This is an optimization exercise on Yosys and OpenROAD, whose aim is a short achievable clock period and few clock cycles, not a production implementation. Only simulation tests tie the RTL to the original design; equivalence was not proved. No activity file was given, so power comes from the tool's default toggle rates.

### design/flow/design.v
module risc16(
    input clk,
    input reset,
    output [5:0] imem_addr,
    input [15:0] imem_data,
    output halted,
    input [5:0] dbg_addr,
    output reg [15:0] dbg_reg,
    output reg [15:0] dbg_mem
    );
    reg [5:0] pc;
    reg [5:0] pc1;           
    wire [5:0] pc2 = pc1 + 6'd1;
    reg [5:0] ar;
    reg hlt;
    reg rst_q;               
    reg        ir_v;
    reg [3:0]  d_rd;
    reg [15:0] d_rs_oh, d_rd_oh;
    reg [5:0]  ps6;          
    reg        whit_s;       
    reg        hz_s, hz_d;   
    reg        c_halt, c_load, c_store, c_jreg, c_alu_m, c_jimm, c_two, c_we_reg, c_noe;
    reg        c_pass;       
    reg        b_l, b_i, b_in, b_m, b_mn, b_r, b_rn, b_one;
    reg        c_fb;         
    reg        c_inv, c_cin, c_sum, c_xor, c_and, c_shr, c_shl, c_fr0, c_fr15, c_fl15;
    reg [15:0] e_wen;        
    reg        e_we_reg;
    reg        e_we_mem;
    reg [5:0]  e_maddr;
    reg [15:0] e_a, e_b;
    reg        e_fa, e_fb;   
    reg        e_inv, e_cin;
    reg        e_sum, e_xor, e_and, e_shr, e_shl;
    reg        e_fr0, e_fr15, e_fl15;
    reg [15:0] r_last;       
    reg [15:0] r_last_n;     
    assign imem_addr = pc;
    assign halted = hlt;
    wire [15:0] rf [0:15];
    wire [15:0] dm [0:63];
    wire [15:0] e_res;
    wire [15:0] e_av = e_fa ? r_last : e_a;
    wire [15:0] e_bv = e_fb ? (e_inv ? r_last_n : r_last) : e_b;
    genvar gi;
    generate
        for (gi = 0; gi < 16; gi = gi + 1) begin : g_rf
            reg [15:0] r;
            always @(posedge clk or posedge reset)
                if (reset) r <= 16'd0;
                else if (e_wen[gi]) r <= e_res;
            assign rf[gi] = r;
        end
        for (gi = 0; gi < 64; gi = gi + 1) begin : g_dm
            reg [15:0] m;
            always @(posedge clk)
                if (rst_q) m <= 16'd0;
                else if (e_we_mem && e_maddr == gi) m <= e_av;
            assign dm[gi] = m;
        end
    endgenerate
    wire [15:0] e_p = e_av ^ e_bv;
    wire [15:0] e_g = e_av & e_bv;
    wire [15:0] g0 = {e_g[15:1], e_g[0] | (e_p[0] & e_cin)};
    wire [15:0] p0 = e_p;
    wire [15:0] g1 = {g0[15:1] | (p0[15:1] & g0[14:0]), g0[0]};
    wire [15:0] p1 = {p0[15:1] & p0[14:0], p0[0]};
    wire [15:0] g2 = {g1[15:2] | (p1[15:2] & g1[13:0]), g1[1:0]};
    wire [15:0] p2 = {p1[15:2] & p1[13:0], p1[1:0]};
    wire [15:0] g3 = {g2[15:4] | (p2[15:4] & g2[11:0]), g2[3:0]};
    wire [15:0] p3 = {p2[15:4] & p2[11:0], p2[3:0]};
    wire [15:0] g4 = {g3[15:8] | (p3[15:8] & g3[7:0]), g3[7:0]};
    wire [15:0] e_add = e_p ^ {g4[14:0], e_cin};
    wire e_fr = (e_fr0 & e_av[0]) | (e_fr15 & e_av[15]);
    wire e_fl = e_fl15 & e_av[15];
    assign e_res = ({16{e_sum}} & e_add)
                 | ({16{e_xor}} & e_p)
                 | ({16{e_and}} & e_g)
                 | ({16{e_shr}} & {e_fr, e_av[15:1]})
                 | ({16{e_shl}} & {e_av[14:0], e_fl});
    reg [15:0] rs_v, rd_v;
    integer k;
    always @(*) begin
        rs_v = 16'd0; rd_v = 16'd0;
        for (k = 0; k < 16; k = k + 1) begin
            rs_v = rs_v | ({16{d_rs_oh[k]}} & rf[k]);
            rd_v = rd_v | ({16{d_rd_oh[k]}} & rf[k]);
        end
    end
    wire [5:0] rs6 = whit_s ? r_last[5:0] : ps6;
    wire [15:0] mv_l = (e_we_mem && e_maddr == ar) ? e_av : dm[ar];
    wire [15:0] mv_m = (e_we_mem && e_maddr == ps6) ? e_av : dm[ps6];
    wire stall = ir_v && ((c_alu_m || c_jreg || c_store) && hz_s || c_alu_m && whit_s);
    wire [15:0] b_n = ({16{b_l}} & mv_l)
                    | ({16{b_i}} & imem_data) | ({16{b_in}} & ~imem_data)
                    | ({16{b_m}} & mv_m) | ({16{b_mn}} & ~mv_m)
                    | ({16{b_r}} & rs_v) | ({16{b_rn}} & ~rs_v)
                    | {16{b_one}};
    wire [15:0] w = imem_data;
    wire [1:0] f_mode = w[15:14];
    wire [4:0] f_op = w[13:9];
    wire [2:0] f_o = f_op[2:0];
    wire [3:0] f_rs = w[8:5], f_rd = w[4:1];
    wire f_m00 = f_mode == 2'b00, f_m01 = f_mode == 2'b01, f_m10 = f_mode == 2'b10;
    wire f_halt  = (f_m01 && f_op[4:3] != 2'b00) || (f_m00 && f_op[4:2] == 3'b111);
    wire f_alu_r = f_m00 && f_op[4:3] == 2'b00;
    wire f_sub_r = f_m00 && f_op[4:3] == 2'b01 && f_o <= 3'd2;
    wire f_shift = f_m00 && f_op[4:3] == 2'b10 && f_o <= 3'd5;
    wire f_load  = f_m00 && f_op == 5'b11000;
    wire f_store = f_m00 && f_op == 5'b11001;
    wire f_move  = f_m00 && f_op == 5'b11010;
    wire f_jreg  = f_m00 && f_op == 5'b11011;
    wire f_alu_m = f_m01 && f_op[4:3] == 2'b00;
    wire f_alu_i = f_m10 && f_op[4:3] == 2'b00;
    wire f_ldi   = f_m10 && f_op == 5'b11000;
    wire f_jimm  = f_m10 && f_op == 5'b11011;
    wire f_two   = f_alu_i || f_ldi || f_jimm || (f_m10 && f_op == 5'b01010);
    wire f_alu   = f_alu_r || f_alu_m || f_alu_i;
    wire f_we_reg = f_alu || f_sub_r || f_shift || f_load || f_move || f_ldi;
    wire f_noe   = !(f_we_reg || f_store);
    wire f_pass  = f_load || f_move || f_ldi;
    wire f_cst0  = f_alu && f_o == 3'd3;                     
    wire f_cst1  = f_alu && (f_o == 3'd4 || f_o == 3'd7);    
    wire f_var   = f_alu && !f_cst0 && !f_cst1;              
    wire f_sub   = (f_alu && f_o == 3'd2) || f_sub_r;
    reg [5:0] ps6_f;
    always @(*) begin
        ps6_f = 6'd0;
        for (k = 0; k < 16; k = k + 1)
            ps6_f = ps6_f | ({6{f_rs == k}} & rf[k][5:0]);
    end
    wire d_take = ir_v && (c_jreg || c_two);      
    wire d_goes = ir_v && !stall && !c_halt;       
    always @(posedge clk or posedge reset) begin
        if (reset) begin
            pc <= 6'd1; pc1 <= 6'd2; ar <= 6'd0; hlt <= 1'b0; ir_v <= 1'b0;
            whit_s <= 1'b0; hz_s <= 1'b0; hz_d <= 1'b0;
            e_wen <= 16'd0; e_we_reg <= 1'b0; e_we_mem <= 1'b0;
        end else if (!hlt) begin
            e_wen <= d_goes && c_we_reg ? d_rd_oh : 16'd0;
            e_we_reg <= d_goes && c_we_reg;
            e_we_mem <= d_goes && c_store;
            if (d_goes && c_load) ar <= mv_l[5:0];
            else if (d_goes && c_alu_m) ar <= mv_m[5:0];
            else if (d_goes && c_store) ar <= rs6;
            if (ir_v && c_halt) begin
                hlt <= 1'b1;
            end else if (stall) begin
                whit_s <= hz_s; hz_s <= 1'b0; hz_d <= 1'b0;
            end else begin
                if (d_take) begin
                    ir_v <= 1'b0;
                    if (c_jreg) begin pc <= pc + rs6; pc1 <= pc1 + rs6; end
                    else if (c_jimm) begin pc <= pc1 + w[5:0]; pc1 <= pc2 + w[5:0]; end
                    else begin pc <= pc1; pc1 <= pc2; end
                end else begin
                    ir_v <= 1'b1;
                    pc <= pc1; pc1 <= pc2;
                    if (f_halt && (!ir_v || c_noe)) hlt <= 1'b1;
                end
                whit_s <= e_we_reg && e_wen[f_rs];
                hz_s <= d_goes && c_we_reg && d_rd == f_rs;
                hz_d <= d_goes && c_we_reg && d_rd == f_rd;
            end
        end
    end
    always @(posedge clk) begin
        if (!hlt) begin
            if (e_we_reg) begin r_last <= e_res; r_last_n <= ~e_res; end
            if (d_goes) begin
                e_maddr <= rs6;
                e_a <= c_pass ? 16'd0 : rd_v; e_b <= b_n;
                e_fa <= !c_pass && hz_d; e_fb <= c_fb && hz_s;
                e_inv <= c_inv; e_cin <= c_cin;
                e_sum <= c_sum; e_xor <= c_xor; e_and <= c_and; e_shr <= c_shr; e_shl <= c_shl;
                e_fr0 <= c_fr0; e_fr15 <= c_fr15; e_fl15 <= c_fl15;
            end
            if (!(ir_v && c_halt)) begin
                if (stall) begin
                    ps6 <= rs6;
                end else begin
                    d_rd <= f_rd;
                    for (k = 0; k < 16; k = k + 1) begin
                        d_rs_oh[k] <= f_rs == k;
                        d_rd_oh[k] <= f_rd == k;
                    end
                    ps6 <= ps6_f;
                    c_halt <= f_halt; c_load <= f_load; c_store <= f_store; c_jreg <= f_jreg;
                    c_alu_m <= f_alu_m; c_jimm <= f_jimm; c_two <= f_two; c_we_reg <= f_we_reg;
                    c_noe <= f_noe; c_pass <= f_pass;
                    b_l  <= f_load;
                    b_i  <= f_ldi || (f_alu_i && f_var && !f_sub);
                    b_in <= f_alu_i && f_var && f_sub;
                    b_m  <= f_alu_m && f_var && !f_sub;
                    b_mn <= f_alu_m && f_var && f_sub;
                    b_r  <= f_move || (f_alu_r && f_var && !f_sub);
                    b_rn <= f_sub_r || (f_alu_r && f_var && f_sub);
                    b_one <= f_cst1;
                    c_fb <= f_move || f_sub_r || (f_alu_r && f_var);
                    c_inv <= f_sub;
                    c_cin <= (f_alu && (f_o == 3'd2 || f_o == 3'd3)) || f_sub_r;
                    c_sum <= (f_alu && (f_o == 3'd1 || f_o == 3'd2 || f_o == 3'd3 || f_o == 3'd4)) || f_sub_r;
                    c_xor <= (f_alu && (f_o == 3'd0 || f_o == 3'd7 || f_o == 3'd6)) || f_pass;
                    c_and <= f_alu && (f_o == 3'd5 || f_o == 3'd6);
                    c_shr <= f_shift && (f_o == 3'd0 || f_o == 3'd2 || f_o == 3'd4);
                    c_shl <= f_shift && (f_o == 3'd1 || f_o == 3'd3 || f_o == 3'd5);
                    c_fr0 <= f_o == 3'd0; c_fr15 <= f_o == 3'd4; c_fl15 <= f_o == 3'd1;
                end
            end
        end
    end
    reg [15:0] dbg_reg_n, dbg_mem_n;
    always @(*) begin
        dbg_reg_n = 16'd0; dbg_mem_n = 16'd0;
        for (k = 0; k < 16; k = k + 1)
            dbg_reg_n = dbg_reg_n | ({16{dbg_addr[3:0] == k}} & rf[k]);
        for (k = 0; k < 64; k = k + 1)
            dbg_mem_n = dbg_mem_n | ({16{dbg_addr == k}} & dm[k]);
    end
    always @(posedge clk) begin
        rst_q <= reset;
        dbg_reg <= dbg_reg_n;
        dbg_mem <= dbg_mem_n;
    end
endmodule
### design/flow/constraint.sdc
create_clock -name core_clock -period 12.0 [get_ports {clk}]
set_input_delay 2.4000 -clock core_clock [delete_from_list [all_inputs] [get_ports {clk}]]
set_output_delay 2.4000 -clock core_clock [all_outputs]
set_load 0.01 [all_outputs]
### design/flow/flow/run.sh
#!/bin/bash
set -uo pipefail
MARGIN=${MARGIN:-8.3}
bash standard.sh "SETUP_SLACK_MARGIN=$MARGIN" \
    "BUFFER_PORTS_ARGS=-buffer_cell sky130_fd_sc_hd__buf_4" finish > standard.log 2>&1
status=$?
cp orfs/logs/*/risc16/base/*.log . 2>/dev/null || true
exit $status
### design/flow/config.mk
export PLATFORM = sky130hd
export DESIGN_NAME = risc16
export DESIGN_NICKNAME = risc16
export VERILOG_FILES = /design/flow/design.v
export SDC_FILE = /design/flow/constraint.sdc
export NUM_CORES = 4
export LEC_CHECK = 0
export CAP_MARGIN = 40
export CELL_PAD_IN_SITES_GLOBAL_PLACEMENT = 2
export CORE_MARGIN = 2
export CORE_UTILIZATION = 28
export PLACE_DENSITY = 0.5
export SLEW_MARGIN = 20
### design/flow/standard.sh
#!/bin/bash
# synth_recipe.tcl (not shown) runs the flow's synth.tcl, then flattens the netlist and writes it again
# the make line also repeats each setting of config.mk as NAME=value (left out here)
make -C /OpenROAD-flow-scripts/flow DESIGN_CONFIG=/design/flow/config.mk WORK_HOME=/design/flow/orfs CLKGATE_MAP_FILE= SYNTH_SCRIPT=/design/flow/synth_recipe.tcl "${@:-finish}"
==> results of run 1 <==
-- power groups by stage --
stage	Sequential [W]	Clock (W)	Combinational, W
3_3_place_gp	0.00520	0	0.000243
5_1_grt	0.00509	0.00619	0.000296
4_1_cts	0.00509	0.00600	0.000272
2_1_floorplan	0.00520	0	0.000141
6_report	0.00509	0.00599	0.000297
3_5_place_dp	0.00520	0	0.000257
-- synthesized netlist by cell type, drive strengths merged (7+ instances only) --
library cell  count  area [sq um]
nor2           1544          5800
dfxtp          1057         21200
a211oi         1032          7750
clkbuf          862          3240
a22oi           731          5490
nand3           535          2680
a22o            477          4180
a221oi          462          4070
nand4           340          2130
a21oi           334          1670
dfrtp           295          7380
nand2           154           578
edfxtp          152          4560
and3            148           926
buf             143           649
and2            133           835
nor4             66           425
inv              64           240
a2111oi          57           512
mux2i            53           531
nor3             49           245
o21ai            46           230
a31oi            41           263
ha               37           463
or4              32           240
nor2b            31           194
xnor2            27           236
nand2b           25           156
mux2             20           225
xor2             20           175
a32oi            16           140
o211ai           16           120
a21o             15           113
nor4bb           11           110
o221ai           10          87.6
and4b             8          83.8
nor4b             8          76.3
a222oi            7          70.1
a31o              7          61.3
o2111ai           7          61.3
o22ai             7          50.1
-- cells by family (layout without fill, tap and decap cells) --
kind of cell	Yosys count	in the layout	synth area share
buffers and inverters	1069	1346	0.0522
other	0	259	0
muxes	78	78	0.0110
AOI/OAI and AO/OA	3306	3306	0.319
and+or+nand+nor	3108	3112	0.185
adders and majority gates	43	43	0.00738
xor gates and xnor gates	47	47	0.00521
DFF	1506	1506	0.420
-- layout make-up --
cell class | instances | area share
multi-input cells | 6586 | 0.448
flip-flops and latches | 1506 | 0.323
repair buffers | 947 | 0.114
clock buffers | 263 | 0.0522
well taps | 3743 | 0.0455
clock inverters | 72 | 0.00802
diodes | 259 | 0.00629
inverters | 64 | 0.00248
-- worst min path at each step --
stage                     startpoint    end  slack, ps
after floorplan                c_and  e_and        400
after global placement         c_inv  e_inv        410
after detailed placement       c_inv  e_inv        410
after CTS                      c_and  e_and        420
after global routing           c_and  e_and        430
final                          c_and  e_and        420
-- metrics by stage --
stage               instance area, sq um  hold WS (ps)  instances  utilization  setup WS (ps)
floorplan                          81000           400       9157            -           5660
global placement                   86400           406      12400        0.307           6260
detailed placement                 89200           405      12500        0.317           6520
CTS                                99900           421      13100        0.355           8020
global route                      102000           429      13200        0.364           8030
finish                            103000           422      13400        0.366           8040
-- what timing repair did --
item,in CTS,in global routing
setup buffers,182,78
hold buffers,0,0
gates resized for setup,622,329
pin swaps,90,90
cloned,23,9
setup endpoints to repair,366,213
-- routing by layer --
layer  up-vias  routed length (um)  GRT usage
met5         -                1420     0.0301
met4        58               94700      0.472
met3      4449              109000      0.279
met2     11700              308000      0.720
met1     50800              279000      0.600
li1      36400                   -          -
==> metrics.yaml, run 1 <==
status: "finished clean"
row_count: 195
r2r-end: "e_b[10]"
fin_tns_setup_ps: 0
synth.distinct_cells: 82
min_path_cells: 0
synth_seq_cells: 1506
synthToLayoutAreaGrowth_pct: 30.4
clk_path_buf_depth: 4
cp_cell_sequence: "clkbuf_4, nor4bb_4, buf_4, buf_8, and2_1, buf_6, a22oi_2, nand4_1, nor3_1, nand4_1, o211ai_1, nand4_1"
worstMarginPinSlew_ps: 1120
clk_latency_ps: 960
avgSynthCellArea_sq_um: 8.63
fmax_mhz: 253
ant_nets: 0
grt_pass1_wl_um: 988000
globalplace.congestion: 1.09
die_h_um: 535
pwr-share-comb: 0.026
wl_per_cell_um: 59.0
layout.nets: 9361
hold_viol: 0
clock_power_share: 0.527
rr_worst_depth: 12
final-setup-viol-count: 0
cp-end-kind: "flop"
die_area_sq_um: 286000
drt-vias-per-instance: 7.69
crit_family: "simple AND/OR/NAND/NOR gates"
cpMostUsedCell: "nand4_1"
largest_register_ffs: 1024
cts_tree: "built"
power_w: 0.0114
fill_cells: 28500
synth_fp_nets: 9224
antenna_found_initial: 142
yosysWarningCount: 1
clock_sinks: 1506
crit_buf_inv: 4
cts.clk_slew.worst_paths_ps: 60
firstDrtPassIters: 10
initial_core_util: 0.281
power_switching_share: 0.245
crit_path_max_fanout: 20
synth-edff-count: 152
rsz0062_at_grt: "yes"
grt_max_degree: 157
slew_violations: 0
final_common_cell: "nor2_1"
fin_crit_ps: 3960
top_register: "g_dm.m"
maxSlewHeadroom: 0.254
dp_hpwl_um: 511000
numCtsBuffers: 189
max_stage_delay_ps: 490
root_buffer: "clkbuf_16"
worstSetupStartpoint: "ar[4]"
p_int_w: 0.00859
power_density_nw_per_um2: 110
core_area_sq_um: 282000
synth_ff_type: "dfxtp_1"
track_usage: 0.532
cp.depth: 12
maxCapViolCount: 0
grt_pass1_vias: 86300
syn_inst: 9157
die_w_um: 535
drive_gt1_frac: 0.208
vias: 103000
largest_registers: "g_dm.m (1024), g_rf.r (256)"
crit_path_start_kind: "flop"
multi_input_area_sq_um: 46200
cts_max_level: 4
crit_required_ps: 12590
cp.arrival_ps: 4550
ys_seq_area_frac: 0.420
p_sw_w: 0.00279
crit_end: "e_b[10]"
grt-ovfl-total: 0
drc: 0
layout_common_cells: "nor2_1 (1397), a211oi_1 (1028), dfxtp_1 (1024), a22oi_1 (707), nand3_1 (522)"
share_seq_of_total_power: 0.447
leakagePower_nw: 35.2
syn_area_sq_um: 79000
cp_slowest_cell: "dfrtp_4"
r2r_slack_ps: 8040
routed_wl_um: 793000
rr_startpoint: "ar[4]"
worstHoldPathType: "flop to flop"
synthArstFlopShare: 0.197
finClkSkew_ps: 68.4
path_class: "flop to flop"
period_share: 0.330
regArea_sq_um: 33300
portBuffers: 62
peakVddDrop_mv: 0.0984
drtIter0Drc: 20300
ios: 63
Testbench counts, summed over its fixed seeds: cycles 98,151.
==> inputs of run 2 (changes only) <==
==> design/flow/run.sh (new file) <==
#!/bin/bash
# synth_recipe.tcl (not shown) runs the flow's synth.tcl, then flattens the netlist and writes it again
# the make line also repeats each setting of config.mk as NAME=value (left out here)
make -C /OpenROAD-flow-scripts/flow DESIGN_CONFIG=/design/flow/config.mk WORK_HOME=/design/flow/orfs CLKGATE_MAP_FILE= SYNTH_SCRIPT=/design/flow/synth_recipe.tcl finish
==> design/flow/config.mk (replaced) <==
export PLATFORM = sky130hd
export DESIGN_NAME = risc16
export DESIGN_NICKNAME = risc16
export VERILOG_FILES = /design/flow/design.v
export SDC_FILE = /design/flow/constraint.sdc
export NUM_CORES = 4
export LEC_CHECK = 0
export ABC_CLOCK_PERIOD_IN_PS = 4000
export CAP_MARGIN = 40
export CORE_MARGIN = 2
export CORE_UTILIZATION = 25
export PLACE_DENSITY = 0.5
export SETUP_SLACK_MARGIN = 5
export SLEW_MARGIN = 20
removed: design/flow/flow/run.sh
removed: design/flow/standard.sh
==> metrics.yaml, run 2 <==
status: "failed layout checks"
violations: "antenna rules"
finClkSkew_ps: 102  # +33.9 ps
design_area_sq_um: 96200  # -6.6%
maxSlewHeadroom: 0.203  # -0.0517
share_seq_of_total_power: 0.437  # -0.010
portBuffers: 62  # unchanged
maxCapViolCount: 0  # unchanged
root_buffer: "clkbuf_16"
final-setup-viol-count: 0  # unchanged
track_usage: 0.503  # -0.0287
pwr-share-comb: 0.023  # -0.003
fmax_mhz: 177  # -30%
largest_registers: "g_dm.m (1024), g_rf.r (256)"
firstDrtPassIters: 11  # +1
core_area_sq_um: 315000  # +12%
syn_area_sq_um: 79000  # unchanged
synthTopCellsByArea: "dfxtp_1 (27%), a211oi_1 (9.8%), dfrtp_1 (9.3%)"
avgSynthCellArea_sq_um: 8.63  # unchanged
numCtsBuffers: 190  # +0.53%
synth_commonest_cells: "nor2_1 (1544), dfxtp_1 (1057), a211oi_1 (1032)"
synth_top_area_share: 0.268  # unchanged
ys_seq_area_frac: 0.420  # unchanged
largest_register_ffs: 1024  # unchanged
drc: 0  # unchanged
r2r_slack_ps: 6350  # -1690 ps
r2r-end: "e_b[8]"
routed_wl_um: 836000  # +5.4%
crit_required_ps: 12660  # +70 ps
post-synth-top-count-cell: "nor2_1"
power_switching_share: 0.246  # +0.000757
crit_path_max_fanout: 44  # +120%
clk_latency_ps: 1010  # +50 ps
path_class: "flop to flop"
rr_startpoint: "ps6[4]"
rsz0062_at_grt: "no"
cp-end-kind: "flop"
die_w_um: 566  # +5.8%
drtIter0Drc: 19500  # -3.9%
post_cts_buffers: 0  # -100%
clk_path_buf_depth: 4  # unchanged
power_density_nw_per_um2: 121  # +9.6%
worstMarginPinSlew_ps: 1200  # +77.5 ps
grt_pass1_wl_um: 1040000  # +5.4%
synth_ff_type: "dfxtp_1"
synthToLayoutAreaGrowth_pct: 21.8
initial_core_util: 0.251  # -0.0296
top_register: "g_dm.m"
cts_hold_buf: 0  # unchanged
clock_power_share: 0.540  # +0.013
die_h_um: 566  # +5.8%
grt-ovfl-total: 0  # unchanged
p_int_w: 0.00878  # +2.2%
grt_pass1_vias: 86100  # -0.20%
fin_tns_setup_ps: 0  # unchanged
synthArstFlopShare: 0.197  # unchanged
cp.arrival_ps: 6300  # +1750 ps
syn_inst: 9157  # unchanged
cts.clk_slew.worst_paths_ps: 60  # about the same
drive_gt1_frac: 0.142  # -0.0656
post_cts_resized: 0  # -100%
slew_violations: 0  # unchanged
synth_seq_cells: 1506  # unchanged
die_area_sq_um: 321000  # +12%
leakagePower_nw: 32.3  # -8.1%
row_count: 206  # +5.6%
ant_nets: 1  # +1
yosysWarningCount: 1  # unchanged
synth_fp_nets: 9224  # unchanged
period_share: 0.471  # +0.141
antenna_found_initial: 156  # +9.9%
fin_crit_ps: 5650  # +1690 ps
final_common_cell: "nor2_1"
globalplace.congestion: 1.11  # +2.2%
crit_path_start_kind: "flop"
synth.distinct_cells: 82  # unchanged
synth_area_leader_cell: "dfxtp_1"
hold_viol: 0  # unchanged
synth-edff-count: 152  # unchanged
peakVddDrop_mv: 0.108  # +10%
worstSetupStartpoint: "ps6[4]"
dp_hpwl_um: 588000  # +15%
crit_end: "e_b[8]"
clock_sinks: 1506  # unchanged
cts_max_level: 4  # unchanged
timing.final.ws_setup_ps: 6350  # -1690 ps
wl_per_cell_um: 61.4  # +4.1%
drt-vias-per-instance: 7.45  # -3.2%
p_sw_w: 0.00286  # +2.7%
rr_worst_depth: 12  # unchanged
placed_area_sq_um: 88500  # -0.71%
layout.nets: 9124  # -2.5%
ios: 63  # unchanged
worstHoldPathType: "flop to flop"
grt_max_degree: 176  # +12%
cts_tree: "built"
place_ws_ps: 5990  # -529 ps
vias: 101000  # -2.0%
layout_common_cells: "nor2_1 (1412), dfxtp_1 (1056), a211oi_1 (1032), a22oi_1 (731), nand3_1 (534)"
==> run 2: metal layers <==
layer	up-vias	track usage	part of all wire
li1	35800	-	-
met1	50200	0.548	0.36
met2	11100	0.692	0.40
met3	4176	0.271	0.13
met4	40	0.468	0.12
met5	-	0.00193	0.00050
==> run 2: worst min-delay path by stage <==
stage          slack [ps]    end  start  cells after the start
2_1_floorplan         400  e_and  c_and                      0
3_3_place_gp          410  e_inv  c_inv                      0
3_5_place_dp          400  e_sum  c_sum                      0
4_1_cts               420  e_sum  c_sum                      0
5_1_grt               420  e_sum  c_sum                      0
6_report              420  e_sum  c_sum                      0
==> run 2: kinds of logic after synthesis <==
kind of cell | Yosys count | share of synthesized area
adder cells (fa/ha/maj) | 43 | 0.00738
AND/OR/NAND/NOR | 3108 | 0.185
flip-flops | 1506 | 0.420
XOR/XNOR | 47 | 0.00521
AO/OA/AOI/OAI | 3306 | 0.319
buffers and inverters | 1069 | 0.0522
multiplexers | 78 | 0.0110
==> run 2: cell type report <==
cell class / count / area (sq um)
fillers: 32800 / 219000
multi-input cells: 6582 / 43200
flip-flops and latches: 1506 / 33200
repair buffers: 713 / 7170
clock buffers: 261 / 5380
well taps: 4160 / 5200
clock inverters: 82 / 1240
diodes: 239 / 598
inverters: 64 / 244
==> run 2: power groups by stage <==
stage	sequential [W]	clock [W]	combinational, W
global route	0.00509	0.00647	0.000265
CTS	0.00509	0.00629	0.000251
global placement	0.00520	0	0.000233
finish	0.00509	0.00629	0.000264
detailed placement	0.00520	0	0.000250
floorplan	0.00520	0	0.000115
==> run 2: worst max-delay path: stages, from the launching register on <==
cell and delay [ps]:
edfxtp_1 640, nor2b_4 230, buf_4 580, buf_4 750
and2_2 950, buf_4 470, a22oi_1 170, nand4_1 160
nor4_1 80, a211oi_1 600, buf_4 250, mux2i_1 200
o2111ai_1 120
==> run 2: metrics by stage <==
stage	hold WS, ps	util	power (W)	std cells
after floorplan	400	-	0.00531	9157
after global placement	407	0.274	0.00543	12900
after detailed placement	405	0.281	0.00545	13000
after CTS	419	0.302	0.0116	13300
after global routing	424	0.304	0.0118	13400
final	417	0.306	0.0116	13600

-- re-timing with driven ports --
The results above use ideal ports. As a check the final layouts listed here were re-extracted and re-timed, cells and wires unchanged.
Step 1: set_driving_cell puts a clkbuf_16 on clk and a buf_2 on each other input, an assumption about the parent block.
Step 2 also shifts input and output timing later by t, the mid clock arrival at the registers, as if the neighbouring blocks saw the same clock.
Three values: no drivers, after step 1, after step 2; two values: the first two.
| run | shift t [ns] | setup slack, ns | worst slew at a driven data input, ns |
|---|---|---|---|
| run 1 | 1.036 | 8.044 / 7.932 / 7.159 | 0.09 |
| run 2 | 1.059 | 6.352 / 6.352 / 5.760 | 0.07 |
For run 1, which loses most, drivers alone change the setup slack by -0.112 ns; drivers and shift together by -0.885 ns.
